Background: an optimization exercise with open tools, aiming at small area, a short achievable clock period and few clock cycles per item. Do not read the settings as production practice.
Function was checked by simulation only, so behaviour that the tests miss may differ from the original.
Power and IR drop assume default switching activity.

===== flow/config.mk =====
export PLATFORM = sky130hd
export DESIGN_NAME = Encoder
export DESIGN_NICKNAME = Encoder
export VERILOG_FILES = /design/flow/design.v
export SDC_FILE = /design/flow/constraint.sdc
export NUM_CORES = 4
export LEC_CHECK = 0
export CAP_MARGIN = 20
export CORE_MARGIN = 2
export CORE_UTILIZATION = 40
export SLEW_MARGIN = 20
export SYNTH_HIERARCHICAL = 1

===== flow/constraint.sdc =====
create_clock -name core_clock -period 3.5 [get_ports {clk}]
set_input_delay 0.7000 -clock core_clock [delete_from_list [all_inputs] [get_ports {clk}]]
set_output_delay 0.7000 -clock core_clock [all_outputs]
set_load 0.01 [all_outputs]

===== flow/design.v =====
`timescale 1ns / 1ps
module Encoder(clk, reset, start, p_text, m_key, done, c_text);
    input clk, reset, start;
    input wire [63:0] p_text;
    input wire [79:0] m_key;
    output reg done;
    output wire [63:0] c_text;
    reg [63:0] t;
    reg [79:0] k;
    reg [4:0]  cnt;
    reg        busy;
    wire idle;
    C_inv ui (.A(busy), .Y(idle));
    genvar i;
    wire [79:0] w = {k[66:0], k[79:67]};
    wire [3:0] ks;
    SBox uk (.x(w[3:0]), .y(ks));
    wire [4:0] rcx;
    generate for (i = 0; i < 5; i = i + 1) begin : rc
        C_xor2 u (.A(cnt[i]), .B(w[59+i]), .X(rcx[i]));
    end endgenerate
    wire [79:0] g = {w[79:64], rcx, w[58:4], ks};
    wire [79:0] kd;
    generate for (i = 0; i < 80; i = i + 1) begin : km
        wire n0, n1;
        C_nand2 u0 (.A(g[i]), .B(busy), .Y(n0));
        C_nand2 u1 (.A(m_key[i]), .B(idle), .Y(n1));
        C_nand2 u2 (.A(n0), .B(n1), .Y(kd[i]));
    end endgenerate
    wire [63:0] pn, y;
    generate for (i = 0; i < 64; i = i + 1) begin : yk
        C_nand2 u0 (.A(p_text[i]), .B(idle), .Y(pn[i]));
        C_xnor2 u1 (.A(kd[i]), .B(pn[i]), .Y(y[i]));
    end endgenerate
    wire [63:0] b;
    generate for (i = 0; i < 16; i = i + 1) begin : sb
        SBoxG u (.x(t[4*i+3:4*i]), .en(busy), .enn(idle), .y(b[4*i+3:4*i]));
    end endgenerate
    wire [63:0] c, d;
    generate for (i = 0; i < 4; i = i + 1) begin : sh
        assign c[16*i+15:16*i] = {b[16*i+7:16*i+4], b[16*i+3:16*i],
                                  b[16*i+15:16*i+12], b[16*i+11:16*i+8]};
    end endgenerate
    assign d[15:0]  = {c[14:0],  c[15]};
    assign d[31:16] = {c[27:16], c[31:28]};
    assign d[47:32] = {c[40:32], c[47:41]};
    assign d[63:48] = {c[54:48], c[63:55]};
    wire [63:0] tn;
    wire [15:0] e2, e1, a3, a0;
    generate for (i = 0; i < 16; i = i + 1) begin : mx
        C_xor2 x0 (.A(d[32+i]), .B(d[i]),    .X(e2[i]));
        C_xor2 x1 (.A(d[48+i]), .B(d[16+i]), .X(e1[i]));
        C_xor2 x2 (.A(d[48+i]), .B(y[48+i]), .X(a3[i]));
        C_xor2 x3 (.A(d[i]),    .B(y[i]),    .X(a0[i]));
        C_xor2 x4 (.A(a3[i]),   .B(e2[i]),   .X(tn[48+i]));
        C_xor2 x5 (.A(e2[i]),   .B(y[32+i]), .X(tn[32+i]));
        C_xor2 x6 (.A(e1[i]),   .B(y[16+i]), .X(tn[16+i]));
        C_xor2 x7 (.A(a0[i]),   .B(e1[i]),   .X(tn[i]));
    end endgenerate
    assign c_text = t;
    always @(posedge clk) begin
        t <= tn;
        k <= kd;
        cnt <= busy ? cnt + 5'd1 : 5'd0;
        if (reset) begin
            busy <= 1'b0;
            done <= 1'b0;
        end else if (!busy) begin
            done <= 1'b0;
            busy <= start;
        end else if (cnt == 5'd24) begin
            busy <= 1'b0;
            done <= 1'b1;
        end
    end
endmodule
module SBoxG(x, en, enn, y);
    input [3:0] x;
    input en, enn;
    output [3:0] y;
    wire _00_;
    wire _01_;
    wire _02_;
    wire _03_;
    wire _04_;
    wire _05_;
    wire _06_;
    wire _07_;
    wire _08_;
    wire _09_;
    wire _10_;
    wire _11_;
    wire _12_;
    wire _13_;
    wire _14_;
    wire _15_;
    wire _16_;
    wire _17_;
    wire _18_;
    C_inv g0 (.A(x[0]), .Y(_00_));
    C_inv g1 (.A(x[2]), .Y(_01_));
    C_inv g2 (.A(x[3]), .Y(_02_));
    C_nand2 g3 (.A(_00_), .B(_02_), .Y(_03_));
    C_nor2 g4 (.A(_01_), .B(_03_), .Y(_04_));
    C_nor2 g5 (.A(_00_), .B(_02_), .Y(_05_));
    C_nor2 g6 (.A(x[1]), .B(x[2]), .Y(_06_));
    C_nand2 g7 (.A(_05_), .B(_06_), .Y(_07_));
    C_o311a g8 (.A1(_05_), .A2(_06_), .A3(_04_), .B1(en), .C1(_07_), .X(y[2]));
    C_nand2 g9 (.A(_01_), .B(_05_), .Y(_08_));
    C_nand2 g10 (.A(x[1]), .B(x[2]), .Y(_09_));
    C_inv g11 (.A(_09_), .Y(_10_));
    C_o21ai g12 (.A1(_03_), .A2(_09_), .B1(en), .Y(_11_));
    C_a31oi g13 (.A1(_08_), .A2(_09_), .A3(_03_), .B1(_11_), .Y(y[1]));
    C_nor2 g14 (.A(_06_), .B(_10_), .Y(_12_));
    C_nor2 g15 (.A(x[0]), .B(_02_), .Y(_13_));
    C_o21ai g16 (.A1(_12_), .A2(_13_), .B1(en), .Y(_14_));
    C_a31oi g17 (.A1(_00_), .A2(x[3]), .A3(_12_), .B1(_14_), .Y(y[0]));
    C_o22ai g18 (.A1(x[2]), .A2(x[3]), .B1(x[1]), .B2(_02_), .Y(_15_));
    C_nand2 g19 (.A(_00_), .B(_15_), .Y(_16_));
    C_or2 g20 (.A(_00_), .B(_15_), .X(_17_));
    C_o21ai g21 (.A1(_02_), .A2(_09_), .B1(en), .Y(_18_));
    C_a31oi g22 (.A1(_09_), .A2(_17_), .A3(_16_), .B1(_18_), .Y(y[3]));
endmodule
module SBox(x, y);
    input [3:0] x;
    output [3:0] y;
    wire _00_;
    wire _01_;
    wire _02_;
    wire _03_;
    wire _04_;
    wire _05_;
    wire _06_;
    wire _07_;
    wire _08_;
    wire _09_;
    wire _10_;
    wire _11_;
    wire _12_;
    wire _13_;
    wire _14_;
    wire _15_;
    C_inv g0 (.A(x[0]), .Y(_15_));
    C_inv g1 (.A(x[2]), .Y(_00_));
    C_inv g2 (.A(x[1]), .Y(_01_));
    C_inv g3 (.A(x[3]), .Y(_02_));
    C_o22ai g4 (.A1(_01_), .A2(_02_), .B1(_00_), .B2(x[3]), .Y(_03_));
    C_nor2 g5 (.A(_00_), .B(_01_), .Y(_04_));
    C_inv g6 (.A(_04_), .Y(_05_));
    C_o22ai g7 (.A1(_02_), .A2(_05_), .B1(_15_), .B2(_03_), .Y(_06_));
    C_a31oi g8 (.A1(_15_), .A2(_05_), .A3(_03_), .B1(_06_), .Y(y[3]));
    C_nor2 g9 (.A(_15_), .B(_02_), .Y(_07_));
    C_nor2 g10 (.A(x[2]), .B(x[1]), .Y(_08_));
    C_nor2 g11 (.A(x[0]), .B(x[3]), .Y(_09_));
    C_nand2 g12 (.A(x[2]), .B(_09_), .Y(_10_));
    C_nor2 g13 (.A(_07_), .B(_08_), .Y(_11_));
    C_a32oi g14 (.A1(x[0]), .A2(x[3]), .A3(_08_), .B1(_10_), .B2(_11_), .Y(y[2]));
    C_a311oi g15 (.A1(x[0]), .A2(x[3]), .A3(_00_), .B1(_04_), .C1(_09_), .Y(_12_));
    C_a31oi g16 (.A1(_15_), .A2(_02_), .A3(_04_), .B1(_12_), .Y(y[1]));
    C_nor2 g17 (.A(_04_), .B(_08_), .Y(_13_));
    C_nor2 g18 (.A(x[0]), .B(_02_), .Y(_14_));
    C_xor2 g19 (.A(_13_), .B(_14_), .X(y[0]));
endmodule
module C_a311oi(A1, A2, A3, B1, C1, Y);
    input A1, A2, A3, B1, C1;
    output Y;
    assign Y = (~A1&~B1&~C1) | (~A2&~B1&~C1) | (~A3&~B1&~C1);
endmodule
module C_a31oi(A1, A2, A3, B1, Y);
    input A1, A2, A3, B1;
    output Y;
    assign Y = (~A1&~B1) | (~A2&~B1) | (~A3&~B1);
endmodule
module C_a32oi(A1, A2, A3, B1, B2, Y);
    input A1, A2, A3, B1, B2;
    output Y;
    assign Y = (~A1&~B1) | (~A1&~B2) | (~A2&~B1) | (~A3&~B1) | (~A2&~B2) | (~A3&~B2);
endmodule
module C_inv(A, Y);
    input A;
    output Y;
    assign Y = (~A);
endmodule
module C_nand2(A, B, Y);
    input A, B;
    output Y;
    assign Y = (~A) | (~B);
endmodule
module C_nor2(A, B, Y);
    input A, B;
    output Y;
    assign Y = (~A&~B);
endmodule
module C_o21ai(A1, A2, B1, Y);
    input A1, A2, B1;
    output Y;
    assign Y = (~A1&~A2) | (~B1);
endmodule
module C_o22ai(A1, A2, B1, B2, Y);
    input A1, A2, B1, B2;
    output Y;
    assign Y = (~B1&~B2) | (~A1&~A2);
endmodule
module C_o311a(A1, A2, A3, B1, C1, X);
    input A1, A2, A3, B1, C1;
    output X;
    assign X = (A1&B1&C1) | (A2&B1&C1) | (A3&B1&C1);
endmodule
module C_or2(A, B, X);
    input A, B;
    output X;
    assign X = (A) | (B);
endmodule
module C_xnor2(A, B, Y);
    input A, B;
    output Y;
    assign Y = (~A&~B) | (A&B);
endmodule
module C_xor2(A, B, X);
    input A, B;
    output X;
    assign X = (A&~B) | (~A&B);
endmodule

===== flow/run.sh =====
#!/bin/bash
# synth_recipe.tcl (not shown) runs the flow's synth.tcl, then flattens the netlist and writes it again
# the make line also repeats each setting of config.mk as NAME=value (left out here)
make -C /OpenROAD-flow-scripts/flow DESIGN_CONFIG=/design/flow/config.mk WORK_HOME=/design/flow/orfs CLKGATE_MAP_FILE= SYNTH_SCRIPT=/design/flow/synth_recipe.tcl finish

==> flow_summary.toml, run 1 <==
[floorplan]
initial_utilization_pct = 40.7
chipWidth_um = 144
dieArea_um2 = 20900
design.core.area_um2 = 19400
ios = 212
die-height_um = 144
rows = 51

[power_and_ir_drop]
pwr-share-seq_pct = 30.3
switching_part_of_the_total_power_pct = 41.2
powerDensity_nw_per_um2 = 835
pwr-share-clk_pct = 21.6
power.internal_mw = 5.41
comb_power_share_pct = 48.1
power.switching_mw = 3.79
p_leak_nw = 5.26
maximum_vdd_drop_mv = 0.419

[clocking]
post_cts_hold_buffer_count = 0
tritoncts.num_buffers = 17
postcts_resize_cnt = 0
h-tree-depth = 4
post_cts.repair.setup_buffers = 0
worst_setup_hold_path_clk_slew_ns = 0.06
ctsRootBufferMaster = "sky130_fd_sc_hd__clkbuf_16"
cts_tree = "yes"
tritoncts_num_sinks = 151
cts_buffer_depth = 2
clkLatencyLatePin_ns = 0.43

[routing]
route.antenna.remaining_nets = 0
drt-pass1-iter-count = 7
routed_wirelength_mm = 23.6
vias = 7464
route.detailed.drc = 0
detail_route.vias_per_cell = 4.74
wl_per_cell_um = 15.0
drt_first_iter_violations = 598

[global_route]
grt_util_met2_pct = 36.8
grt_use_total_pct = 22.4
first_global_vias = 6644
grt_util_met3_pct = 5.46
antenna_found_initial = 0
grt-ovfl-total = 0
pin_count_of_the_biggest_net_entering_global_routing = 89
grt.busiest_layer = "met2"
grt_util_met1_pct = 29.7
grt_first_pass_wirelength_mm = 34.9

[flow_run]
drv_cap = 0

[place]
port-buffer-count = 211
globalplace.congestion = 0.848
hpwl_mm = 18.6
placed_cell_area_um2 = 10400
pre_cts_slack_ns = 1.14

[final_layout]
area_growth_syn_to_layout_pct = 39.5
post-route-cell-area_um2 = 11000
mostFrequentLayoutCells = "sky130_fd_sc_hd__nand2_1 (387), sky130_fd_sc_hd__clkdlybuf4s50_1 (211), sky130_fd_sc_hd__dfxtp_1 (150), sky130_fd_sc_hd__xor2_1 (135), sky130_fd_sc_hd__nor2_1 (88)"
post-route-util_pct = 56.8
nNetsFinal = 1446
post_route_cells_drive_above_1_share_pct = 2.98
diodes = 0
final_common_cell = "sky130_fd_sc_hd__nand2_1"

[status]
result_of_the_run = "finished clean"

[sta]
clock_skew_ns = 0.0101
min_period_over_period_pct = 68.2
timing.max_slew.rel_slack_pct = 44.0
timing_hold_violations_final = 0
setup_viol = 0
grt_setup_unrepaired = "no"
fin_ws_ns = 1.11
drv_slew = 0
max_clock_freq_mhz = 419
final_period_minus_worst_setup_slack_ns = 2.39
timing_worst_slew_pin_value_ns = 0.840
finalSetupTns_ns = 0

[synth]
syn_avg_cell_area_um2 = 7.42
mappedNetlistArea_um2 = 7890
synth_seq_area_share_pct = 38.3
synth_largest_type_area_fraction_pct = 38.3
postSynthNetCount = 1212
synth_ff_type = "sky130_fd_sc_hd__dfxtp_1"
post_synth_inst_count = 1063
yosys_register_bits = 151
number_of_flops_mapped_to_enable_cells_by_yosys = 0
synth_top_cells_by_area = "sky130_fd_sc_hd__dfxtp_1 (38%), sky130_fd_sc_hd__nand2_1 (18%), sky130_fd_sc_hd__xor2_1 (15%)"
synthArstFlopShare_pct = 0
synth_cell_type_count = 23
yosysWarnings = 7
synthDominantAreaCellType = "sky130_fd_sc_hd__dfxtp_1"

[critical_path]
timing.critical_path.arrival_ns = 2.73
cpLargestDelayFamily = "compound AO/OA/AOI/OAI gates"
worst-path-buf-inv = 1
critPathRequiredTime_ns = 3.85
cp-end-kind = "flop"
critPathSlowestCell = "sky130_fd_sc_hd__buf_4"
critical_path_class = "flop to flop"
cp_cell_sequence = "buf_4, o21ai_1, a31oi_1, xor2_1, xor2_1"
worstPathMaxFanout = 60
cp_common_cell = "sky130_fd_sc_hd__xor2_1"
critical_path.max_stage_delay_ns = 0.56
setup.worst_path.start_class = "flop"

[hold_path]
hold_path.class = "flop to flop"
modules after synthesis (local to each module, per instance), excerpt:
module / cells / copies in the design / flops+latches / area [um2]
C_xnor2: 1 / 64 / 0 / 8.76
Encoder: 173 / 1 / 151 / 3180
C_a32oi: 1 / 1 / 0 / 8.76
C_nor2: 1 / 87 / 0 / 3.75
C_a31oi: 1 / 50 / 0 / 6.26
C_o22ai: 1 / 18 / 0 / 6.26
C_xor2: 1 / 134 / 0 / 8.76
C_o21ai: 1 / 48 / 0 / 5.00
C_inv: 1 / 70 / 0 / 3.75
C_a311oi: 1 / 1 / 0 / 8.76
C_or2: 1 / 16 / 0 / 6.26
C_nand2: 1 / 385 / 0 / 3.75
C_o311a: 1 / 16 / 0 / 10.0
synthesized netlist by cell type, types with 2 or more instances:
cell                       instances
sky130_fd_sc_hd__nand2_1         387
sky130_fd_sc_hd__dfxtp_1         151
sky130_fd_sc_hd__xor2_1          135
sky130_fd_sc_hd__nor2_1           88
sky130_fd_sc_hd__inv_1            73
sky130_fd_sc_hd__xnor2_1          64
sky130_fd_sc_hd__a31oi_1          50
sky130_fd_sc_hd__o21ai_1          48
sky130_fd_sc_hd__o22ai_1          18
sky130_fd_sc_hd__o311a_1          16
sky130_fd_sc_hd__or2_1            16
sky130_fd_sc_hd__and2_1            2
sky130_fd_sc_hd__ha_1              2
sky130_fd_sc_hd__mux2i_1           2
sky130_fd_sc_hd__nand2b_1          2
sky130_fd_sc_hd__nand3_1           2
power by group through the flow:
stage          Sequential (mW)  Combinational [mW]  Clock [mW]
6_report                  2.78                4.43        1.99
5_1_grt                   2.85                4.86        2.08
4_1_cts                   2.78                4.43        2.02
3_5_place_dp              2.81                4.40           0
3_3_place_gp              2.83                4.33           0
2_1_floorplan             2.87                2.54           0
logic make-up after synthesis:
| logic type | synth area share, % |
|---|---|
| xor gates and xnor gates | 22.1 |
| AOI/OAI and AO/OA | 11.0 |
| DFF | 38.3 |
| buffers and inverters | 3.54 |
| adders and majority gates | 0.317 |
| and+or+nand+nor | 24.5 |
| muxes | 0.254 |
area by class of cell:
class	count	area, um2
Clock buffer	19	443
Clock inverter	13	193
Fill cell	1891	8390
Inverter	73	278
Multi-Input combinational cell	838	4590
Sequential cell	151	3030
Tap cell	265	332
Timing Repair Buffer	216	2150
tightest hold or removal path: stages (launching register included):
cell and delay, ns:
sky130_fd_sc_hd__dfxtp_1 0.31, sky130_fd_sc_hd__nand2_1 0.04, sky130_fd_sc_hd__nand2_1 0.05
per-layer routing:
layer | routed length, um | vias up
met4 | 327 | 0
met3 | 1540 | 18
li1 | - | 3886
met5 | 0 | -
met2 | 10900 | 228
met1 | 10800 | 3332
state kept, by name, indices dropped and copies added (netlist names):
| signal | flops |
|---|---|
| k | 80 |
| t | 64 |
| cnt | 5 |
| busy | 1 |
| done | 1 |
path summary, 6_finish.rpt:
path                            cells past startpoint       endpoint            start  slack, ns
worst min register to register                      2  k[66]$_DFF_P_    k[53]$_DFF_P_       0.42
worst max register to register                      5  t[12]$_DFF_P_  busy$_SDFF_PP0_       1.11
worst max-delay path                                5  t[12]$_DFF_P_  busy$_SDFF_PP0_       1.11
worst min-delay path                                2  k[66]$_DFF_P_    k[53]$_DFF_P_       0.42
metrics by stage:
stage	power [mW]	std cells	hold WS [ns]
final	9.20	1575	0.424
after global routing	9.80	1575	0.459
after CTS	9.23	1575	0.429
after detailed placement	7.21	1543	0.411
after global placement	7.16	1543	0.408
after floorplan	5.41	1063	0.403
Testbench counts, summed over its fixed seeds: cycles 13,312, items 512.
==> run 2: changes to the inputs <==
--- a/flow/config.mk
+++ b/flow/config.mk
@@ -8,5 +8,6 @@
 export CAP_MARGIN = 20
 export CORE_MARGIN = 2
 export CORE_UTILIZATION = 40
+export SETUP_SLACK_MARGIN = 2.2
 export SLEW_MARGIN = 20
 export SYNTH_HIERARCHICAL = 1
==> flow_summary.toml, run 2 <==
[clocking]
h-tree-depth = 4
clkLatencyLatePin_ns = 0.43
cts_tree = "yes"
tritoncts.num_buffers = 17
ctsRootBufferMaster = "sky130_fd_sc_hd__clkbuf_16"
cts_buffer_depth = 2
post_cts_hold_buffer_count = 0
worst_setup_hold_path_clk_slew_ns = 0.06
tritoncts_num_sinks = 151

[synth]
yosysWarnings = 7
synth_ff_type = "sky130_fd_sc_hd__dfxtp_1"
netlist_top_cells_count = "sky130_fd_sc_hd__nand2_1 (387), sky130_fd_sc_hd__dfxtp_1 (151), sky130_fd_sc_hd__xor2_1 (135)"
synth_cell_type_count = 23
synthDominantAreaCellType = "sky130_fd_sc_hd__dfxtp_1"
mappedNetlistArea_um2 = 7890
syn_avg_cell_area_um2 = 7.42
yosys_register_bits = 151
number_of_flops_mapped_to_enable_cells_by_yosys = 0
synth_top_cells_by_area = "sky130_fd_sc_hd__dfxtp_1 (38%), sky130_fd_sc_hd__nand2_1 (18%), sky130_fd_sc_hd__xor2_1 (15%)"
synth_seq_area_share_pct = 38.3
synthMostInstantiatedCell = "sky130_fd_sc_hd__nand2_1"
synthArstFlopShare_pct = 0
post_synth_inst_count = 1063
postSynthNetCount = 1212
synth_largest_type_area_fraction_pct = 38.3

[critical_path]
crit-reg2reg-launch = "t[12]$_DFF_P_"
critical_path_class = "flop to flop"
r2r.worst_path.cells = 6
timing.critical_path.arrival_ns = 2.16
cp-end-kind = "flop"
setup.worst_path.start_class = "flop"
crit_path_end = "t[38]$_DFF_P_"
start_point_of_the_critical_path = "t[12]$_DFF_P_"
worstPathMaxFanout = 5
critPathRequiredTime_ns = 3.85
endpoint_of_the_worst_slack_reg_to_reg_timing_path = "t[38]$_DFF_P_"
ff2ff_setup_slack_ns = 1.69

[sta]
max_clock_freq_mhz = 553
timing_worst_slew_pin_value_ns = 0.403
drv_slew = 0
min_period_over_period_pct = 51.6
timing.max_slew.rel_slack_pct = 73.0
finalSetupTns_ns = 0
clock_skew_ns = 0.0145
timing_hold_violations_final = 0
final_period_minus_worst_setup_slack_ns = 1.81
setup_viol = 0
grt_setup_unrepaired = "yes"

[global_route]
antenna_found_initial = 2
first_global_vias = 7873
pin_count_of_the_biggest_net_entering_global_routing = 35
grt_first_pass_wirelength_mm = 42.9
grt_use_total_pct = 27.7
grt-ovfl-total = 0

[status]
result_of_the_run = "finished clean"

[final_layout]
top_flop_regs = "k x80, t x64, cnt x5"
finish.cell_count_without_fillers = 1697
top_register = "k"
largest_register_ffs = 80
post-route-util_pct = 75.1
mostFrequentLayoutCells = "sky130_fd_sc_hd__nand2_1 (328), sky130_fd_sc_hd__clkdlybuf4s50_1 (146), sky130_fd_sc_hd__xor2_1 (102), sky130_fd_sc_hd__buf_6 (84), sky130_fd_sc_hd__dfxtp_1 (82)"
final_common_cell = "sky130_fd_sc_hd__nand2_1"
nNetsFinal = 1566
area_growth_syn_to_layout_pct = 84.7
post_route_cells_drive_above_1_share_pct = 38.8

[routing]
drt_first_iter_violations = 584
route.detailed.drc = 0
route.antenna.remaining_nets = 0
met1_length_mm = 12.9
vias = 8685
met3_routed_wl_mm = 2.26
detail_route.vias_per_cell = 5.12
wl_per_cell_um = 18.9
drt-pass1-iter-count = 7
routed_wirelength_mm = 32.1
met2_routed_length_mm = 15.9
top_signal_layer_used = "met4"

[power_and_ir_drop]
maximum_vdd_drop_mv = 0.514
p_leak_nw = 6.58
powerDensity_nw_per_um2 = 859

[place]
placed_cells = 1548
port-buffer-count = 211
hpwl_mm = 19.1
globalplace.congestion = 0.844

[flow_run]
drv_cap = 0

[floorplan]
rows = 51
chipWidth_um = 144
initial_utilization_pct = 40.7
ios = 212
design.core.area_um2 = 19400
die-height_um = 144
dieArea_um2 = 20900

[hold_path]
hold_path.class = "flop to flop"
==> run 2: cell counts after synthesis <==
No cell type changed its count.
==> run 2: final cells by class <==
type                            instances  area [um2]
Antenna cell                            2        5.00
Clock buffer                           20         437
Clock inverter                         12         153
Fill cell                            1406        4830
Inverter                               73         327
Multi-Input combinational cell        838        6480
Sequential cell                       151        3220
Tap cell                              265         332
Timing Repair Buffer                  335        3620
Timing Repair inverter                  1        7.51
==> run 2: how the worst min path moves through the flow <==
stage	cells after the start	end	start
after detailed placement	2	k[70]$_DFF_P_	k[57]$_DFF_P_
after CTS	2	k[66]$_DFF_P_	k[53]$_DFF_P_
after global placement	2	k[64]$_DFF_P_	k[51]$_DFF_P_
final	2	k[66]$_DFF_P_	k[53]$_DFF_P_
after global routing	2	k[64]$_DFF_P_	k[51]$_DFF_P_
after floorplan	2	k[64]$_DFF_P_	k[51]$_DFF_P_
==> run 2: cells by family (layout without fill, tap and decap cells) <==
group | after synthesis | in the layout | share of synthesized area [%]
buffers and inverters | 74 | 441 | 3.54
XOR/XNOR | 199 | 199 | 22.1
AO/OA/AOI/OAI | 136 | 136 | 11.0
multiplexers | 2 | 2 | 0.254
AND/OR/NAND/NOR | 499 | 499 | 24.5
flip-flops | 151 | 151 | 38.3
other | 0 | 2 | 0
adder cells (fa/ha/maj) | 2 | 2 | 0.317
==> run 2: routing by layer <==
| metal | global-route usage [%] | vias to the layer above |
|---|---|---|
| li1 | - | 4101 |
| met1 | 35.2 | 4148 |
| met5 | 0 | - |
| met4 | 8.84 | 0 |
| met3 | 6.46 | 68 |
| met2 | 46.6 | 368 |
==> run 2: modules after synthesis (local to each module, per instance), excerpt <==
module / flip-flops and latches / cells inside
Encoder: 151 / 173
C_o311a: 0 / 1
C_a311oi: 0 / 1
C_a32oi: 0 / 1
C_xnor2: 0 / 1
C_xor2: 0 / 1
C_a31oi: 0 / 1
C_o22ai: 0 / 1
C_or2: 0 / 1
C_o21ai: 0 / 1
C_inv: 0 / 1
C_nand2: 0 / 1
C_nor2: 0 / 1
==> run 2: metrics by stage <==
step	hold slack [ns]	worst slack (ns)	instance area, um2	total power, mW
3_3_place_gp	0.405	1.07	10400	7.20
6_report	0.425	1.69	14600	12.5
5_1_grt	0.452	1.71	14600	13.1
3_5_place_dp	0.416	1.03	10400	7.25
2_1_floorplan	0.403	0.0189	7900	5.42
4_1_cts	0.427	1.83	13500	11.2
==> run 2: where the power goes <==
| part | total, mW | leakage (nW) | switching, mW | internal (mW) |
|---|---|---|---|---|
| combinational | 7.49 | 5.00 | 4.09 | 3.41 |
| clock | 1.88 | 0.288 | 0.759 | 1.12 |
| sequential | 3.14 | 1.29 | 0.670 | 2.47 |
==> run 2: critical path, stage by stage (launching register included) <==
cell	delay (ns)
sky130_fd_sc_hd__dfxtp_4	0.41
sky130_fd_sc_hd__clkinvlp_4	0.19
sky130_fd_sc_hd__nor2_1	0.29
sky130_fd_sc_hd__nand2_1	0.16
sky130_fd_sc_hd__a31oi_4	0.27
sky130_fd_sc_hd__xor2_4	0.25
sky130_fd_sc_hd__xor2_1	0.16
==> run 2: repair_timing <==
action / CTS / global route
endpoints found under the setup margin: 214 / 133
cloned: 10 / 3
buffers inserted: 85 / 17
pin swaps: 88 / 78
resized for setup: 693 / 171
==> run 3: changes to the inputs <==
--- a/flow/config.mk
+++ b/flow/config.mk
@@ -8,6 +8,6 @@
 export CAP_MARGIN = 20
 export CORE_MARGIN = 2
 export CORE_UTILIZATION = 40
-export SETUP_SLACK_MARGIN = 2.2
+export SETUP_SLACK_MARGIN = 1.5
 export SLEW_MARGIN = 20
 export SYNTH_HIERARCHICAL = 1
==> flow_summary.toml, run 3 <==
[floorplan]
dieArea_um2 = 20900
initial_utilization_pct = 40.7
chipWidth_um = 144
ios = 212
die-height_um = 144
rows = 51
design.core.area_um2 = 19400

[power_and_ir_drop]
pwr-share-clk_pct = 21.0
maximum_vdd_drop_mv = 0.391
power.switching_mw = 3.81
p_leak_nw = 5.40
powerDensity_nw_per_um2 = 802
switching_part_of_the_total_power_pct = 43.0
pwr-share-seq_pct = 31.8
comb_power_share_pct = 47.1
power.internal_mw = 5.04

[sta]
min_period_over_period_pct = 54.4
timing.max_slew.rel_slack_pct = 66.4
final_period_minus_worst_setup_slack_ns = 1.90
timing_hold_violations_final = 0
grt_setup_unrepaired = "no"
timing_worst_slew_pin_value_ns = 0.502
setup_viol = 0
finalSetupTns_ns = 0
clock_skew_ns = 0.0117
drv_slew = 0
max_clock_freq_mhz = 526
fin_ws_ns = 1.60

[final_layout]
final_common_cell = "sky130_fd_sc_hd__nand2_1"
mostFrequentLayoutCells = "sky130_fd_sc_hd__nand2_1 (387), sky130_fd_sc_hd__clkdlybuf4s50_1 (146), sky130_fd_sc_hd__dfxtp_1 (139), sky130_fd_sc_hd__xor2_1 (133), sky130_fd_sc_hd__nor2_1 (88)"
diodes = 0
top_register = "k"
largest_register_ffs = 80
nNetsFinal = 1454
area_growth_syn_to_layout_pct = 39.8
top_flop_regs = "k x80, t x64, cnt x5"
finish.cell_count_without_fillers = 1583
post_route_cells_drive_above_1_share_pct = 4.93

[place]
pre_cts_slack_ns = 1.23
placed_cells = 1545
hpwl_mm = 18.7
port-buffer-count = 211
globalplace.congestion = 0.875

[clocking]
clkLatencyLatePin_ns = 0.43
cts_tree = "yes"
h-tree-depth = 4
ctsRootBufferMaster = "sky130_fd_sc_hd__clkbuf_16"
worst_setup_hold_path_clk_slew_ns = 0.06
post_cts_hold_buffer_count = 0
cts_buffer_depth = 2
tritoncts.num_buffers = 17
tritoncts_num_sinks = 151

[critical_path]
cp-end-kind = "primary output"
cpLargestDelayFamily = "flip-flops"
critPathRequiredTime_ns = 2.80
timing.critical_path.arrival_ns = 1.20
worstPathMaxFanout = 4
critical_path.max_stage_delay_ns = 0.42
critical_path_class = "flop to primary output"
critPathSlowestCell = "sky130_fd_sc_hd__dfxtp_1"
setup.worst_path.start_class = "flop"
endpoint_of_the_worst_slack_reg_to_reg_timing_path = "t[33]$_DFF_P_"
ff2ff_setup_slack_ns = 1.61
r2r.worst_path.cells = 6
worst-path-buf-inv = 1
crit-reg2reg-launch = "busy$_SDFF_PP0_"
cp_cell_sequence = "dlygate4sd2_1"

[synth]
synthMuxAreaShare_pct = 0.254
synth_largest_type_area_fraction_pct = 38.3
synthMostInstantiatedCell = "sky130_fd_sc_hd__nand2_1"
netlist_top_cells_count = "sky130_fd_sc_hd__nand2_1 (387), sky130_fd_sc_hd__dfxtp_1 (151), sky130_fd_sc_hd__xor2_1 (135)"
synthDominantAreaCellType = "sky130_fd_sc_hd__dfxtp_1"
yosysWarnings = 7
mappedNetlistArea_um2 = 7890
synth_xor_xnor_area_share_pct = 22.1
post_synth_inst_count = 1063
number_of_flops_mapped_to_enable_cells_by_yosys = 0
synth_top_family_by_area = "simple AND/OR/NAND/NOR gates"
synthArstFlopShare_pct = 0
yosys_register_bits = 151
syn_avg_cell_area_um2 = 7.42
synth_top_cells_by_area = "sky130_fd_sc_hd__dfxtp_1 (38%), sky130_fd_sc_hd__nand2_1 (18%), sky130_fd_sc_hd__xor2_1 (15%)"
synth_seq_area_share_pct = 38.3
synth_ff_type = "sky130_fd_sc_hd__dfxtp_1"
synth-adder-area-share_pct = 0.317
synth-compound-area-share_pct = 11.0
synth-simple-area-share_pct = 24.5
synth_cell_type_count = 23
postSynthNetCount = 1212

[hold_path]
hold_path.class = "flop to flop"
timing.hold.worst_endpoint = "k[66]$_DFF_P_"
min-delay-start = "k[53]$_DFF_P_"
whs_path_depth = 2

[flow_run]
drv_cap = 0

[global_route]
first_global_vias = 6841
grt-ovfl-total = 0
grt_use_total_pct = 23.1
antenna_found_initial = 0
pin_count_of_the_biggest_net_entering_global_routing = 57
grt_first_pass_wirelength_mm = 36.0

[status]
result_of_the_run = "finished clean"

[routing]
route.antenna.remaining_nets = 0
route.detailed.drc = 0
drt-pass1-iter-count = 5
detail_route.vias_per_cell = 4.77
routed_wirelength_mm = 24.3
drt_first_iter_violations = 420
wl_per_cell_um = 15.4
vias = 7543
==> run 3: per-module statistics from Yosys (local to each module, per instance), a selection <==
module,cells,cell area (um2)
C_xor2,1,8.76
C_a32oi,1,8.76
C_or2,1,6.26
C_inv,1,3.75
C_o21ai,1,5.00
C_xnor2,1,8.76
C_o311a,1,10.0
C_nand2,1,3.75
==> run 3: repair_timing <==
action / CTS / global route
pin swaps: 0 / 1
buffers inserted: 2 / 4
endpoints found under the setup margin: 107 / 12
gates resized for setup: 80 / 5
hold endpoints to repair: 0 / 0
==> run 3: worst max-delay path by stage <==
stage / from / to / slack (ns) / cells past startpoint
2_1_floorplan: busy$_SDFF_PP0_ / t[13]$_DFF_P_ / 0.02 / 6
3_3_place_gp: busy$_SDFF_PP0_ / t[12]$_DFF_P_ / 1.26 / 7
3_5_place_dp: busy$_SDFF_PP0_ / t[12]$_DFF_P_ / 1.23 / 7
4_1_cts: busy$_SDFF_PP0_ / t[12]$_DFF_P_ / 1.48 / 7
5_1_grt: busy$_SDFF_PP0_ / t[12]$_DFF_P_ / 1.49 / 7
6_report: t[7]$_DFF_P_ / c_text[7] / 1.60 / 1
==> run 3: layer usage <==
layer	share of wire [%]	track usage, %	up-vias
met3	5.8	6.19	26
met4	2.1	7.10	0
met5	0	0	-
li1	-	-	3899
met1	46	29.9	3418
met2	46	37.6	200
==> run 3: power groups by stage <==
| stage | clock network (mW) | registers, mW | logic (mW) |
|---|---|---|---|
| after floorplan | 0 | 2.87 | 2.55 |
| after global placement | 0 | 2.86 | 4.31 |
| after detailed placement | 0 | 2.84 | 4.37 |
| after CTS | 1.89 | 2.81 | 4.14 |
| after global routing | 1.97 | 2.88 | 4.60 |
| final | 1.86 | 2.82 | 4.17 |
==> run 3: logic make-up (layout without fill, tap and decap cells) <==
group	count (synthesis)	count (layout)
AO/OA/AOI/OAI	136	136
multiplexers	2	2
flip-flops	151	151
AND/OR/NAND/NOR	499	499
adder cells (fa/ha/maj)	2	2
XOR/XNOR	199	199
buffers and inverters	74	329
==> run 3: final cells by class <==
cell class,instances,area (um2)
clock buffers,19,443
multi-input cells,838,4640
repair buffers,224,2160
clock inverters,13,146
fillers,1940,8370
well taps,265,332
inverters,73,278
flip-flops and latches,151,3040
==> run 3: per-stage QoR <==
step	utilization, %	hold slack (ns)	power [mW]	instance area [um2]
after floorplan	-	0.403	5.42	7900
after global placement	53.6	0.407	7.16	10400
after detailed placement	53.6	0.413	7.21	10400
after CTS	56.6	0.428	8.85	11000
after global routing	56.9	0.444	9.45	11000
final	56.9	0.426	8.85	11000
==> run 4: changes to the inputs <==
==> flow/flow/run.sh (new file) <==
#!/bin/bash
# The standard layout, with plain buf_1 cells as the port buffers.
set -uo pipefail
export BUFFER_PORTS_ARGS="-buffer_cell sky130_fd_sc_hd__buf_1"
bash standard.sh > standard_flow.log 2>&1
==> flow/standard.sh (new file) <==
#!/bin/bash
# synth_recipe.tcl (not shown) runs the flow's synth.tcl, then flattens the netlist and writes it again
# the make line also repeats each setting of config.mk as NAME=value (left out here)
make -C /OpenROAD-flow-scripts/flow DESIGN_CONFIG=/design/flow/config.mk WORK_HOME=/design/flow/orfs CLKGATE_MAP_FILE= SYNTH_SCRIPT=/design/flow/synth_recipe.tcl "${@:-finish}"
--- a/flow/config.mk
+++ b/flow/config.mk
@@ -8,6 +8,5 @@
 export CAP_MARGIN = 20
 export CORE_MARGIN = 2
 export CORE_UTILIZATION = 40
-export SETUP_SLACK_MARGIN = 1.5
 export SLEW_MARGIN = 20
 export SYNTH_HIERARCHICAL = 1
removed: flow/run.sh
==> flow_summary.toml, run 4 <==
[synth]
synth_cell_type_count = 23
synthMostInstantiatedCell = "sky130_fd_sc_hd__nand2_1"
number_of_flops_mapped_to_enable_cells_by_yosys = 0
post_synth_inst_count = 1063
syn_avg_cell_area_um2 = 7.42
synthDominantAreaCellType = "sky130_fd_sc_hd__dfxtp_1"
mappedNetlistArea_um2 = 7890
synth_largest_type_area_fraction_pct = 38.3
yosys_register_bits = 151
synth_top_cells_by_area = "sky130_fd_sc_hd__dfxtp_1 (38%), sky130_fd_sc_hd__nand2_1 (18%), sky130_fd_sc_hd__xor2_1 (15%)"
postSynthNetCount = 1212
synth_seq_area_share_pct = 38.3
synth_ff_type = "sky130_fd_sc_hd__dfxtp_1"
yosysWarnings = 7
netlist_top_cells_count = "sky130_fd_sc_hd__nand2_1 (387), sky130_fd_sc_hd__dfxtp_1 (151), sky130_fd_sc_hd__xor2_1 (135)"
synthArstFlopShare_pct = 0

[sta]
clock_skew_ns = 0.00752
min_period_over_period_pct = 65.3
timing_hold_violations_final = 0
grt_setup_unrepaired = "no"
timing.max_slew.rel_slack_pct = 49.8
timing_worst_slew_pin_value_ns = 0.753
max_clock_freq_mhz = 438
final_period_minus_worst_setup_slack_ns = 2.29
finalSetupTns_ns = 0
setup_viol = 0
drv_slew = 0

[routing]
detail_route.vias_per_cell = 4.83
vias = 7585
drt_first_iter_violations = 434
routed_wirelength_mm = 23.6
route.antenna.remaining_nets = 0
wl_per_cell_um = 15.0
route.detailed.drc = 0
drt-pass1-iter-count = 5

[final_layout]
area_growth_syn_to_layout_pct = 22.3
final_common_cell = "sky130_fd_sc_hd__nand2_1"
top_register = "k"
mostFrequentLayoutCells = "sky130_fd_sc_hd__nand2_1 (387), sky130_fd_sc_hd__buf_1 (211), sky130_fd_sc_hd__dfxtp_1 (150), sky130_fd_sc_hd__xor2_1 (135), sky130_fd_sc_hd__nor2_1 (88)"
nNetsFinal = 1444
post_route_cells_drive_above_1_share_pct = 2.52
diodes = 0
largest_register_ffs = 80
post-route-util_pct = 49.8
post-route-cell-area_um2 = 9650
top_flop_regs = "k x80, t x64, cnt x5"

[critical_path]
ff2ff_setup_slack_ns = 1.21
cp_cell_sequence = "buf_12, o21ai_1, a31oi_1, xor2_1, xor2_1"
timing.critical_path.arrival_ns = 2.64
worst-path-buf-inv = 1
critical_path.max_stage_delay_ns = 0.54
worstPathMaxFanout = 154
critPathSlowestCell = "sky130_fd_sc_hd__a31oi_1"
crit_path_end = "t[33]$_DFF_P_"
critPathRequiredTime_ns = 3.86
start_point_of_the_critical_path = "busy$_SDFF_PP0_"
crit-reg2reg-launch = "busy$_SDFF_PP0_"
cp_num_cells = 5
r2r.worst_path.cells = 5
cpLargestDelayFamily = "compound AO/OA/AOI/OAI gates"
endpoint_of_the_worst_slack_reg_to_reg_timing_path = "t[33]$_DFF_P_"
cp-end-kind = "flop"
cp_common_cell = "sky130_fd_sc_hd__xor2_1"
setup.worst_path.start_class = "flop"
critical_path_class = "flop to flop"

[clocking]
clkLatencyLatePin_ns = 0.43
tritoncts.num_buffers = 17
tritoncts_num_sinks = 151
cts_tree = "yes"
postcts_resize_cnt = 0
post_cts.repair.setup_buffers = 0
h-tree-depth = 4
cts_buffer_depth = 2
worst_setup_hold_path_clk_slew_ns = 0.06
post_cts_hold_buffer_count = 0
ctsRootBufferMaster = "sky130_fd_sc_hd__clkbuf_16"

[global_route]
antenna_found_initial = 0
grt_first_pass_wirelength_mm = 35.4
grt_use_total_pct = 22.6
pin_count_of_the_biggest_net_entering_global_routing = 155
grt-ovfl-total = 0
grt_util_met2_pct = 36.3
grt.busiest_layer = "met2"
grt_util_met1_pct = 30.2
grt_util_met3_pct = 4.57
first_global_vias = 6727

[status]
result_of_the_run = "finished clean"

[floorplan]
dieArea_um2 = 20900
chipWidth_um = 144
design.core.area_um2 = 19400
initial_utilization_pct = 40.7
ios = 212
die-height_um = 144
rows = 51

[place]
placed_cell_area_um2 = 9080
port-buffer-count = 211
hpwl_mm = 18.3
globalplace.congestion = 0.856

[power_and_ir_drop]
p_leak_nw = 4.66
powerDensity_nw_per_um2 = 879
maximum_vdd_drop_mv = 0.328

[hold_path]
hold_path.class = "flop to flop"

[flow_run]
drv_cap = 0
[run 4: cells by family after synthesis]
group | synth area share (%)
and+or+nand+nor | 24.5
xor gates and xnor gates | 22.1
DFF | 38.3
AOI/OAI and AO/OA | 11.0
buffers and inverters | 3.54
muxes | 0.254
adders and majority gates | 0.317
[run 4: report_power, final]
group / switching, mW / internal, mW / leakage, nW
Sequential: 0.540 / 2.27 / 1.27
Combinational: 2.52 / 1.34 / 3.12
Clock: 0.714 / 1.10 / 0.277
Total: 3.77 / 4.72 / 4.66
[run 4: worst min-delay path by stage]
stage	startpoint	to	slack [ns]	depth (start not counted)
after floorplan	k[51]$_DFF_P_	k[64]$_DFF_P_	0.40	2
after global placement	k[52]$_DFF_P_	k[65]$_DFF_P_	0.41	2
after detailed placement	k[60]$_DFF_P_	k[73]$_DFF_P_	0.41	2
after CTS	k[60]$_DFF_P_	k[73]$_DFF_P_	0.43	2
after global routing	k[65]$_DFF_P_	k[78]$_DFF_P_	0.43	2
final	k[57]$_DFF_P_	k[70]$_DFF_P_	0.43	2
[run 4: layout make-up]
| class | count | area [um2] |
|---|---|---|
| Clock buffer | 24 | 482 |
| Clock inverter | 7 | 93.8 |
| Fill cell | 2032 | 9750 |
| Inverter | 73 | 278 |
| Multi-Input combinational cell | 838 | 4590 |
| Sequential cell | 151 | 3030 |
| Tap cell | 265 | 332 |
| Timing Repair Buffer | 214 | 852 |
[run 4: worst reg2reg max path, cell delays in order, from the launching register on]
cell and delay, ns:
sky130_fd_sc_hd__dfxtp_4 0.37, sky130_fd_sc_hd__buf_12 0.42, sky130_fd_sc_hd__o21ai_1 0.36, sky130_fd_sc_hd__a31oi_1 0.54
sky130_fd_sc_hd__xor2_1 0.36, sky130_fd_sc_hd__xor2_1 0.18
[run 4: per-module statistics from Yosys, one instance, submodules excluded, a selection]
module | flops+latches | cells inside | cell area (um2)
Encoder | 151 | 173 | 3180
C_xor2 | 0 | 1 | 8.76
C_a32oi | 0 | 1 | 8.76
C_or2 | 0 | 1 | 6.26
C_a31oi | 0 | 1 | 6.26
C_o22ai | 0 | 1 | 6.26
C_o21ai | 0 | 1 | 5.00
C_nand2 | 0 | 1 | 3.75
C_nor2 | 0 | 1 | 3.75
[run 4: through the flow]
step / setup slack [ns] / hold slack, ns / power (mW) / std cells
final: 1.21 / 0.426 / 8.49 / 1572
after global routing: 1.11 / 0.435 / 9.12 / 1572
after CTS: 1.29 / 0.428 / 8.51 / 1572
after detailed placement: 1.31 / 0.413 / 6.67 / 1541
after global placement: 1.35 / 0.413 / 6.61 / 1541
after floorplan: 0.0122 / 0.403 / 5.41 / 1063
[run 4: layer usage]
layer / up-vias / part of all wire (%) / wire [um]
met2: 262 / 45 / 10700
met5: - / 0 / 0
met4: 0 / 2.7 / 649
met1: 3403 / 45 / 10700
li1: 3880 / - / -
met3: 40 / 6.5 / 1530
==> run 5: changes to the inputs <==
--- a/flow/config.mk
+++ b/flow/config.mk
@@ -8,5 +8,6 @@
 export CAP_MARGIN = 20
 export CORE_MARGIN = 2
 export CORE_UTILIZATION = 40
+export SETUP_SLACK_MARGIN = 1.8
 export SLEW_MARGIN = 20
 export SYNTH_HIERARCHICAL = 1
==> flow_summary.toml, run 5 <==
[status]
result_of_the_run = "finished clean"

[floorplan]
rows = 51
chipWidth_um = 144
dieArea_um2 = 20900
initial_utilization_pct = 40.7
die-height_um = 144
design.core.area_um2 = 19400
ios = 212

[sta]
timing_worst_slew_pin_value_ns = 0.443
timing_hold_violations_final = 0
clock_skew_ns = 0.0142
min_period_over_period_pct = 48.4
drv_slew = 0
finalSetupTns_ns = 0
max_clock_freq_mhz = 590
fin_ws_ns = 1.80
final_period_minus_worst_setup_slack_ns = 1.70
setup_viol = 0
fin_hold_ws_ns = 0.424
grt_setup_unrepaired = "yes"
timing.max_slew.rel_slack_pct = 70.3

[clocking]
tritoncts.num_buffers = 17
post_cts_hold_buffer_count = 0
tritoncts_num_sinks = 151
worst_setup_hold_path_clk_slew_ns = 0.06
cts_buffer_depth = 2
clkLatencyLatePin_ns = 0.44
ctsRootBufferMaster = "sky130_fd_sc_hd__clkbuf_16"
cts_tree = "yes"
h-tree-depth = 4

[synth]
synthMostInstantiatedCell = "sky130_fd_sc_hd__nand2_1"
netlist_top_cells_count = "sky130_fd_sc_hd__nand2_1 (387), sky130_fd_sc_hd__dfxtp_1 (151), sky130_fd_sc_hd__xor2_1 (135)"
synth_cell_type_count = 23
synth_ff_type = "sky130_fd_sc_hd__dfxtp_1"
yosys_register_bits = 151
post_synth_inst_count = 1063
yosysWarnings = 7
synthArstFlopShare_pct = 0
synthDominantAreaCellType = "sky130_fd_sc_hd__dfxtp_1"
synth_largest_type_area_fraction_pct = 38.3
postSynthNetCount = 1212
mappedNetlistArea_um2 = 7890
synth_top_cells_by_area = "sky130_fd_sc_hd__dfxtp_1 (38%), sky130_fd_sc_hd__nand2_1 (18%), sky130_fd_sc_hd__xor2_1 (15%)"
synth_seq_area_share_pct = 38.3
syn_avg_cell_area_um2 = 7.42
number_of_flops_mapped_to_enable_cells_by_yosys = 0

[critical_path]
critical_path.max_stage_delay_ns = 0.35
cp-end-kind = "flop"
critical_path_class = "flop to flop"
cp_cell_sequence = "inv_1, o22ai_1, or2_1, a31oi_2, xor2_1, buf_4, xor2_1"
cpLargestDelayFamily = "compound AO/OA/AOI/OAI gates"
setup.worst_path.start_class = "flop"
worst-path-buf-inv = 2
cp_common_cell = "sky130_fd_sc_hd__xor2_1"
crit-reg2reg-launch = "t[15]$_DFF_P_"
worstPathMaxFanout = 5
endpoint_of_the_worst_slack_reg_to_reg_timing_path = "t[40]$_DFF_P_"
critPathSlowestCell = "sky130_fd_sc_hd__dfxtp_2"
crit_path_end = "t[40]$_DFF_P_"
start_point_of_the_critical_path = "t[15]$_DFF_P_"
r2r.worst_path.cells = 7
critPathRequiredTime_ns = 3.81
timing.critical_path.arrival_ns = 2.01
ff2ff_setup_slack_ns = 1.80
cp_num_cells = 7

[routing]
vias = 7861
route.detailed.drc = 0
wl_per_cell_um = 17.0
drt_first_iter_violations = 581
routed_wirelength_mm = 27.2
detail_route.vias_per_cell = 4.93
route.antenna.remaining_nets = 0
drt-pass1-iter-count = 6

[place]
placed_cells = 1540
placed_cell_area_um2 = 9060
hpwl_mm = 17.7
port-buffer-count = 211
globalplace.congestion = 0.852
pre_cts_slack_ns = 1.30

[global_route]
grt-ovfl-total = 0
pin_count_of_the_biggest_net_entering_global_routing = 78
antenna_found_initial = 0
grt_first_pass_wirelength_mm = 36.6
grt_use_total_pct = 23.9
first_global_vias = 6872

[final_layout]
finish.cell_count_without_fillers = 1594
largest_register_ffs = 80
mostFrequentLayoutCells = "sky130_fd_sc_hd__nand2_1 (374), sky130_fd_sc_hd__buf_1 (154), sky130_fd_sc_hd__xor2_1 (111), sky130_fd_sc_hd__dfxtp_1 (94), sky130_fd_sc_hd__nor2_1 (85)"
post-route-cell-area_um2 = 10800
nNetsFinal = 1465
diodes = 0
area_growth_syn_to_layout_pct = 37.2
post_route_cells_drive_above_1_share_pct = 20.3
top_register = "k"
top_flop_regs = "k x80, t x64, cnt x5"
final_common_cell = "sky130_fd_sc_hd__nand2_1"

[power_and_ir_drop]
powerDensity_nw_per_um2 = 872
p_leak_nw = 5.20
maximum_vdd_drop_mv = 0.427

[hold_path]
hold_path.class = "flop to flop"

[flow_run]
drv_cap = 0
-- run 5: cell type report --
type	count	area, um2
Multi-Input combinational cell	838	5250
Clock buffer	19	443
Inverter	73	278
Fill cell	1907	8570
Sequential cell	151	3100
Clock inverter	13	156
Tap cell	265	332
Timing Repair Buffer	235	1260
-- run 5: how the worst min path moves through the flow --
| stage | cells past startpoint | from | end | slack (ns) |
|---|---|---|---|---|
| after floorplan | 2 | k[51]$_DFF_P_ | k[64]$_DFF_P_ | 0.40 |
| after global placement | 2 | k[51]$_DFF_P_ | k[64]$_DFF_P_ | 0.41 |
| after detailed placement | 2 | k[63]$_DFF_P_ | k[76]$_DFF_P_ | 0.41 |
| after CTS | 2 | k[63]$_DFF_P_ | k[76]$_DFF_P_ | 0.42 |
| after global routing | 2 | k[51]$_DFF_P_ | k[64]$_DFF_P_ | 0.44 |
| final | 2 | k[53]$_DFF_P_ | k[66]$_DFF_P_ | 0.42 |
-- run 5: repair_timing --
item	CTS	global route
resized for setup	119	114
cloned	4	4
setup endpoints to repair	115	99
endpoints found under the hold margin	0	0
pin swaps	6	19
buffers inserted	9	5
-- run 5: routing by layer --
layer | wire (um) | global-route usage [%]
met1 | 11700 | 30.9
met4 | 730 | 8.07
met2 | 12700 | 39.5
met5 | 0 | 0
met3 | 2030 | 5.20
-- run 5: stage by stage --
| step | power, mW | util, % |
|---|---|---|
| after global routing | 10.0 | 55.8 |
| after detailed placement | 6.61 | 46.7 |
| final | 9.44 | 55.8 |
| after floorplan | 5.42 | - |
| after CTS | 8.98 | 53.0 |
| after global placement | 6.55 | 46.7 |
-- run 5: worst reg2reg max path, stage by stage, from the launching register on --
cell,delay [ns]
sky130_fd_sc_hd__dfxtp_2,0.35
sky130_fd_sc_hd__inv_1,0.14
sky130_fd_sc_hd__o22ai_1,0.15
sky130_fd_sc_hd__or2_1,0.26
sky130_fd_sc_hd__a31oi_2,0.27
sky130_fd_sc_hd__xor2_1,0.10
sky130_fd_sc_hd__buf_4,0.16
sky130_fd_sc_hd__xor2_1,0.15
-- run 5: logic make-up after synthesis --
group,share of synthesized area [%]
simple gates,24.5
buf+inv,3.54
fa+ha+maj,0.317
xor+xnor,22.1
flops,38.3
mux,0.254
compound gates,11.0
-- run 5: where the power goes --
part	leakage (nW)	switching (mW)	internal, mW	total (mW)
sequential	1.27	0.552	2.36	2.91
combinational	3.64	2.87	1.78	4.65
clock	0.292	0.739	1.14	1.87
total	5.20	4.16	5.28	9.44
-- run 5: Yosys stat by module (local to each module, per instance), excerpt --
module | flip-flops and latches | area (um2) | times used | cells
C_a311oi | 0 | 8.76 | 1 | 1
C_a31oi | 0 | 6.26 | 50 | 1
C_a32oi | 0 | 8.76 | 1 | 1
C_inv | 0 | 3.75 | 70 | 1
C_nand2 | 0 | 3.75 | 385 | 1
C_nor2 | 0 | 3.75 | 87 | 1
C_o21ai | 0 | 5.00 | 48 | 1
C_o22ai | 0 | 6.26 | 18 | 1
C_o311a | 0 | 10.0 | 16 | 1
C_or2 | 0 | 6.26 | 16 | 1
C_xnor2 | 0 | 8.76 | 64 | 1
C_xor2 | 0 | 8.76 | 134 | 1
Encoder | 151 | 3180 | 1 | 173
==> run 6: changes to the inputs <==
--- a/flow/config.mk
+++ b/flow/config.mk
@@ -7,7 +7,9 @@
 export LEC_CHECK = 0
 export CAP_MARGIN = 20
 export CORE_MARGIN = 2
-export CORE_UTILIZATION = 40
+export CORE_UTILIZATION = 60
+export CTS_BUF_LIST = sky130_fd_sc_hd__clkbuf_4 sky130_fd_sc_hd__clkbuf_8
+export PLACE_DENSITY = 0.7
 export SETUP_SLACK_MARGIN = 1.8
 export SLEW_MARGIN = 20
 export SYNTH_HIERARCHICAL = 1
==> flow_summary.toml, run 6 <==
[status]
result_of_the_run = "finished clean"

[hold_path]
timing.hold.worst_endpoint = "k[65]$_DFF_P_"
min-delay-start = "m_key[65]"
whs_path_depth = 3
hold_path.class = "input pin to flop"

[synth]
synth_top_cells_by_area = "sky130_fd_sc_hd__dfxtp_1 (38%), sky130_fd_sc_hd__nand2_1 (18%), sky130_fd_sc_hd__xor2_1 (15%)"
synthArstFlopShare_pct = 0
synthMostInstantiatedCell = "sky130_fd_sc_hd__nand2_1"
yosysWarnings = 7
synth_largest_type_area_fraction_pct = 38.3
yosys_register_bits = 151
postSynthNetCount = 1212
synthDominantAreaCellType = "sky130_fd_sc_hd__dfxtp_1"
synth_seq_area_share_pct = 38.3
synth_cell_type_count = 23
netlist_top_cells_count = "sky130_fd_sc_hd__nand2_1 (387), sky130_fd_sc_hd__dfxtp_1 (151), sky130_fd_sc_hd__xor2_1 (135)"
post_synth_inst_count = 1063
mappedNetlistArea_um2 = 7890
synth_ff_type = "sky130_fd_sc_hd__dfxtp_1"
number_of_flops_mapped_to_enable_cells_by_yosys = 0
syn_avg_cell_area_um2 = 7.42

[global_route]
pin_count_of_the_biggest_net_entering_global_routing = 78
grt_use_total_pct = 34.4
grt-ovfl-total = 0
first_global_vias = 7342
grt_first_pass_wirelength_mm = 37.4
antenna_found_initial = 1

[floorplan]
design.core.area_um2 = 12700
initial_utilization_pct = 62.0
die-height_um = 119
ios = 212
dieArea_um2 = 14100
chipWidth_um = 119
rows = 41

[clocking]
clkLatencyLatePin_ns = 0.47
tritoncts_num_sinks = 151
cts_tree = "yes"
worst_setup_hold_path_clk_slew_ns = 0.10
cts_buffer_depth = 2
ctsRootBufferMaster = "sky130_fd_sc_hd__clkbuf_8"
h-tree-depth = 4
tritoncts.num_buffers = 17

[place]
globalplace.congestion = 0.881
pre_cts_slack_ns = 1.39
hpwl_mm = 15.9
port-buffer-count = 211

[final_layout]
top_flop_regs = "k x80, t x64, cnt x5"
post-route-util_pct = 87.4
top_register = "k"
filler_cell_count = 682
nNetsFinal = 1473
mostFrequentLayoutCells = "sky130_fd_sc_hd__nand2_1 (351), sky130_fd_sc_hd__buf_1 (147), sky130_fd_sc_hd__xor2_1 (109), sky130_fd_sc_hd__dfxtp_1 (86), sky130_fd_sc_hd__nor2_1 (79)"
post_route_cells_drive_above_1_share_pct = 25.4
largest_register_ffs = 80
area_growth_syn_to_layout_pct = 40.9
diodes = 0
final_common_cell = "sky130_fd_sc_hd__nand2_1"

[sta]
min_period_over_period_pct = 54.4
timing_worst_slew_pin_value_ns = 0.407
finalSetupTns_ns = 0
grt_setup_unrepaired = "yes"
timing.max_slew.rel_slack_pct = 72.9
clock_skew_ns = 0.0218
drv_slew = 0
setup_viol = 0
max_clock_freq_mhz = 525
fin_ws_ns = 1.59
timing_hold_violations_final = 0
final_period_minus_worst_setup_slack_ns = 1.91

[critical_path]
endpoint_of_the_worst_slack_reg_to_reg_timing_path = "t[3]$_DFF_P_"
cp-end-kind = "flop"
timing.critical_path.arrival_ns = 2.28
worstPathMaxFanout = 18
crit-reg2reg-launch = "busy$_SDFF_PP0_"
critical_path_class = "flop to flop"
r2r.worst_path.cells = 8
setup.worst_path.start_class = "flop"
critPathRequiredTime_ns = 3.87
ff2ff_setup_slack_ns = 1.59

[power_and_ir_drop]
powerDensity_nw_per_um2 = 892
p_leak_nw = 5.33
maximum_vdd_drop_mv = 0.520

[routing]
routed_wirelength_mm = 30.7
drt_first_iter_violations = 1004
route.antenna.remaining_nets = 0
detail_route.vias_per_cell = 5.81
route.detailed.drc = 0
wl_per_cell_um = 20.3
drt-pass1-iter-count = 9
vias = 8760

[flow_run]
drv_cap = 0
run 6: per-module statistics from Yosys (local to each module, per instance), a selection:
module,cell area (um2),flip-flops and latches,times used
C_or2,6.26,0,16
C_xnor2,8.76,0,64
C_nor2,3.75,0,87
C_nand2,3.75,0,385
C_a32oi,8.76,0,1
C_o22ai,6.26,0,18
Encoder,3180,151,1
C_inv,3.75,0,70
C_o311a,10.0,0,16
C_o21ai,5.00,0,48
C_a311oi,8.76,0,1
C_a31oi,6.26,0,50
run 6: report_power, final:
part	switching, mW	internal, mW
registers	0.622	2.44
logic	3.29	2.02
clock network	0.654	0.892
total	4.56	5.35
run 6: cells by family after synthesis:
family	count (synthesis)	synth area share [%]
adders and majority gates	2	0.317
buffers and inverters	74	3.54
AOI/OAI and AO/OA	136	11.0
xor gates and xnor gates	199	22.1
and+or+nand+nor	499	24.5
muxes	2	0.254
DFF	151	38.3
run 6: what timing repair did:
| action | 4_1_cts | 5_1_grt |
|---|---|---|
| endpoints found under the setup margin | 125 | 109 |
| cloned | 4 | 6 |
| hold buffers | 0 | 0 |
| buffers inserted | 9 | 11 |
| resized for setup | 165 | 198 |
| pin swaps | 7 | 40 |
run 6: layer usage:
metal  global-route usage (%)  part of all wire (%)  up-vias
met2                     54.8                    45      691
met4                     14.2                   6.6        0
li1                         -                     -     3911
met1                     44.0                    36     3973
met5                        0                     0        -
met3                     9.12                    12      185
run 6: cell type report:
type | instances | area [um2] | area share [%]
Clock buffer | 21 | 277 | 2.49
Clock inverter | 10 | 175 | 1.58
Tap cell | 172 | 215 | 1.94
Sequential cell | 151 | 3180 | 28.6
Inverter | 73 | 278 | 2.50
Multi-Input combinational cell | 838 | 5480 | 49.3
Timing Repair Buffer | 243 | 1500 | 13.5
run 6: how the worst max path moves through the flow:
stage,start,to,slack (ns)
after detailed placement,busy$_SDFF_PP0_,t[8]$_DFF_P_,1.39
after global routing,busy$_SDFF_PP0_,t[3]$_DFF_P_,1.53
after floorplan,busy$_SDFF_PP0_,t[13]$_DFF_P_,0.02
final,busy$_SDFF_PP0_,t[3]$_DFF_P_,1.59
after CTS,busy$_SDFF_PP0_,t[49]$_DFF_P_,1.77
after global placement,busy$_SDFF_PP0_,t[8]$_DFF_P_,1.40
run 6: through the flow:
stage / hold WS, ns / area, um2 / instances / power (mW)
3_5_place_dp: 0.413 / 8940 / 1447 / 6.54
5_1_grt: 0.414 / 11100 / 1508 / 10.3
2_1_floorplan: 0.403 / 7900 / 1063 / 5.42
6_report: 0.418 / 11100 / 1508 / 9.91
4_1_cts: 0.400 / 10100 / 1491 / 8.62
3_3_place_gp: 0.406 / 8940 / 1447 / 6.45
run 6: worst max-delay path, stage by stage, from the launching register on:
cell                         delay (ns)
sky130_fd_sc_hd__dfxtp_4           0.41
sky130_fd_sc_hd__clkinvlp_4        0.11
sky130_fd_sc_hd__buf_12            0.15
sky130_fd_sc_hd__buf_16            0.17
sky130_fd_sc_hd__nand2_1           0.10
sky130_fd_sc_hd__nand2_2           0.10
sky130_fd_sc_hd__xnor2_4           0.27
sky130_fd_sc_hd__xor2_2            0.23
sky130_fd_sc_hd__xor2_1            0.27
==> run 7: changes to the inputs <==
--- a/flow/design.v
+++ b/flow/design.v
@@ -9,8 +9,8 @@
     reg [79:0] k;
     reg [4:0]  cnt;
     reg        busy;
-    wire idle;
-    C_inv ui (.A(busy), .Y(idle));
+    reg [3:0]  busy_k;
+    reg [5:0]  idle_r;
     genvar i;
     wire [79:0] w = {k[66:0], k[79:67]};
     wire [3:0] ks;
@@ -23,18 +23,18 @@
     wire [79:0] kd;
     generate for (i = 0; i < 80; i = i + 1) begin : km
         wire n0, n1;
-        C_nand2 u0 (.A(g[i]), .B(busy), .Y(n0));
-        C_nand2 u1 (.A(m_key[i]), .B(idle), .Y(n1));
+        C_nand2 u0 (.A(g[i]), .B(busy_k[i%2]), .Y(n0));
+        C_nand2 u1 (.A(m_key[i]), .B(idle_r[i%2]), .Y(n1));
         C_nand2 u2 (.A(n0), .B(n1), .Y(kd[i]));
     end endgenerate
     wire [63:0] pn, y;
     generate for (i = 0; i < 64; i = i + 1) begin : yk
-        C_nand2 u0 (.A(p_text[i]), .B(idle), .Y(pn[i]));
+        C_nand2 u0 (.A(p_text[i]), .B(idle_r[2+i%2]), .Y(pn[i]));
         C_xnor2 u1 (.A(kd[i]), .B(pn[i]), .Y(y[i]));
     end endgenerate
     wire [63:0] b;
     generate for (i = 0; i < 16; i = i + 1) begin : sb
-        SBoxG u (.x(t[4*i+3:4*i]), .en(busy), .enn(idle), .y(b[4*i+3:4*i]));
+        SBoxG u (.x(t[4*i+3:4*i]), .en(busy_k[2+i%2]), .enn(idle_r[4+i%2]), .y(b[4*i+3:4*i]));
     end endgenerate
     wire [63:0] c, d;
     generate for (i = 0; i < 4; i = i + 1) begin : sh
@@ -58,10 +58,15 @@
         C_xor2 x7 (.A(a0[i]),   .B(e1[i]),   .X(tn[i]));
     end endgenerate
     assign c_text = t;
+    integer j;
     always @(posedge clk) begin
         t <= tn;
         k <= kd;
         cnt <= busy ? cnt + 5'd1 : 5'd0;
+        for (j = 0; j < 4; j = j + 1)
+            busy_k[j] <= !reset && (busy_k[j] ? cnt != 5'd24 : start);
+        for (j = 0; j < 6; j = j + 1)
+            idle_r[j] <= reset || (idle_r[j] ? !start : cnt == 5'd24);
         if (reset) begin
             busy <= 1'b0;
             done <= 1'b0;
==> flow/config.mk (replaced) <==
export PLATFORM = sky130hd
export DESIGN_NAME = Encoder
export DESIGN_NICKNAME = Encoder
export VERILOG_FILES = /design/flow/design.v
export SDC_FILE = /design/flow/constraint.sdc
export NUM_CORES = 4
export LEC_CHECK = 0
export CAP_MARGIN = 20
export CORE_MARGIN = 2
export CORE_UTILIZATION = 40
export SETUP_SLACK_MARGIN = 1.95
export SLEW_MARGIN = 20
export SYNTH_HIERARCHICAL = 1
==> flow_summary.toml, run 7 <==
[status]
result_of_the_run = "finished clean"

[synth]
mappedNetlistArea_um2 = 8190
post_synth_inst_count = 1089
postSynthNetCount = 1238
yosysWarnings = 7
syn_avg_cell_area_um2 = 7.52

[sta]
timing.max_slew.rel_slack_pct = 69.8
timing_hold_violations_final = 0
setup_viol = 0
clock_skew_ns = 0.0104
max_clock_freq_mhz = 578
min_period_over_period_pct = 49.4
fin_ws_ns = 1.77
drv_slew = 0
grt_setup_unrepaired = "yes"
final_period_minus_worst_setup_slack_ns = 1.73
finalSetupTns_ns = 0
fin_hold_ws_ns = 0.425
timing_worst_slew_pin_value_ns = 0.452

[routing]
route.detailed.drc = 0
vias = 9120
routed_wirelength_mm = 34.7
drt-pass1-iter-count = 7
wl_per_cell_um = 20.0
route.antenna.remaining_nets = 0
detail_route.vias_per_cell = 5.25
drt_first_iter_violations = 716

[clocking]
tritoncts_num_sinks = 159
cts_buffer_depth = 2
worst_setup_hold_path_clk_slew_ns = 0.06
post_cts_hold_buffer_count = 0
cts_tree = "yes"
tritoncts.num_buffers = 17
h-tree-depth = 4
clkLatencyLatePin_ns = 0.43
ctsRootBufferMaster = "sky130_fd_sc_hd__clkbuf_16"

[final_layout]
finish.cell_count_without_fillers = 1737
nNetsFinal = 1604
post-route-cell-area_um2 = 13400
post-route-util_pct = 66.5
diodes = 0
area_growth_syn_to_layout_pct = 63.7
post_route_cells_drive_above_1_share_pct = 37.3
top_register = "k"
mostFrequentLayoutCells = "sky130_fd_sc_hd__nand2_1 (353), sky130_fd_sc_hd__buf_1 (146), sky130_fd_sc_hd__xor2_1 (113), sky130_fd_sc_hd__buf_6 (93), sky130_fd_sc_hd__buf_4 (91)"
final_common_cell = "sky130_fd_sc_hd__nand2_1"
largest_register_ffs = 80
top_flop_regs = "k x80, t x64, cnt x5"
filler_cell_count = 1614

[global_route]
grt_first_pass_wirelength_mm = 45.3
antenna_found_initial = 0
first_global_vias = 8267
grt_use_total_pct = 27.4
grt-ovfl-total = 0
pin_count_of_the_biggest_net_entering_global_routing = 23

[place]
globalplace.congestion = 0.870
placed_cells = 1572
placed_cell_area_um2 = 9350
pre_cts_slack_ns = 1.41
hpwl_mm = 20.2
port-buffer-count = 211

[floorplan]
ios = 212
dieArea_um2 = 21600
design.core.area_um2 = 20200
chipWidth_um = 147
die-height_um = 147
initial_utilization_pct = 40.6
rows = 52

[critical_path]
critPathRequiredTime_ns = 2.80
worstPathMaxFanout = 4
ff2ff_setup_slack_ns = 1.81
cp-end-kind = "primary output"
critical_path_class = "flop to primary output"
timing.critical_path.arrival_ns = 1.03
setup.worst_path.start_class = "flop"

[power_and_ir_drop]
p_leak_nw = 6.08
powerDensity_nw_per_um2 = 932
maximum_vdd_drop_mv = 0.518
p_total_mw = 12.5

[flow_run]
drv_cap = 0

[hold_path]
hold_path.class = "flop to flop"
run 7: power breakdown:
group | internal, mW | switching (mW)
Sequential | 2.60 | 0.847
Clock | 1.03 | 0.769
Combinational | 3.38 | 3.87
run 7: worst max-delay path, stage by stage (launching register included):
cell                      delay (ns)
sky130_fd_sc_hd__dfxtp_4        0.37
sky130_fd_sc_hd__buf_6          0.12
sky130_fd_sc_hd__buf_6          0.11
run 7: final timing paths:
path,from,to,cells after the start
worst max-delay path,t[62]$_DFF_P_,c_text[62],2
worst min-delay path,k[57]$_DFF_P_,k[70]$_DFF_P_,2
worst max register to register,t[62]$_DFF_P_,t[0]$_DFF_P_,7
worst min register to register,k[57]$_DFF_P_,k[70]$_DFF_P_,2
run 7: metal layers:
| layer | wire length [um] | track usage (%) | up-vias |
|---|---|---|---|
| met3 | 2690 | 5.12 | 93 |
| met2 | 16600 | 46.0 | 462 |
| met1 | 14000 | 35.9 | 4332 |
| met4 | 1320 | 8.46 | 0 |
| li1 | - | - | 4233 |
| met5 | 0 | 0 | - |
run 7: cell type report:
class | count | area (um2) | area share (%)
repair buffers | 350 | 2650 | 19.8
inverters | 72 | 329 | 2.45
well taps | 270 | 338 | 2.52
clock buffers | 22 | 474 | 3.53
multi-input cells | 855 | 6100 | 45.4
flip-flops and latches | 159 | 3440 | 25.7
clock inverters | 9 | 85.1 | 0.634
run 7: what timing repair did:
item                                    CTS  global route
resized for setup                       332           302
pin swaps                                29           117
endpoints found under the setup margin  129           129
buffers inserted                         56            78
Testbench counts of run 7, summed over its fixed seeds: cycles 13,312, items 512.

## separate check: timing with driven ports
The flow's constraints put no driver on any port. The routed layouts listed below were extracted and timed again, unchanged, in two steps.
Step 1, drivers: a clkbuf_16 drives clk and a buf_2 each remaining input, both assumed.
Step 2 also shifts input and output timing later by t, the mid clock arrival at the registers, as if the neighbouring blocks saw the same clock.
Slacks: ideal / step 1 / step 2; pairs: ideal / step 1.
| run | t (ns) | setup WS [ns] |
|---|---|---|
| run 1 | 0.468 | 1.114 / 1.114 / 1.114 |
| run 2 | 0.470 | 1.693 / 1.693 / 1.488 |
| run 3 | 0.475 | 1.598 / 1.550 / 1.404 |
| run 4 | 0.466 | 1.215 / 1.215 / 1.215 |
| run 5 | 0.475 | 1.804 / 1.763 / 1.804 |
| run 6 | 0.505 | 1.595 / 1.595 / 1.595 |
| run 7 | 0.476 | 1.771 / 1.723 / 1.769 |
After both steps every run listed still meets setup and hold.
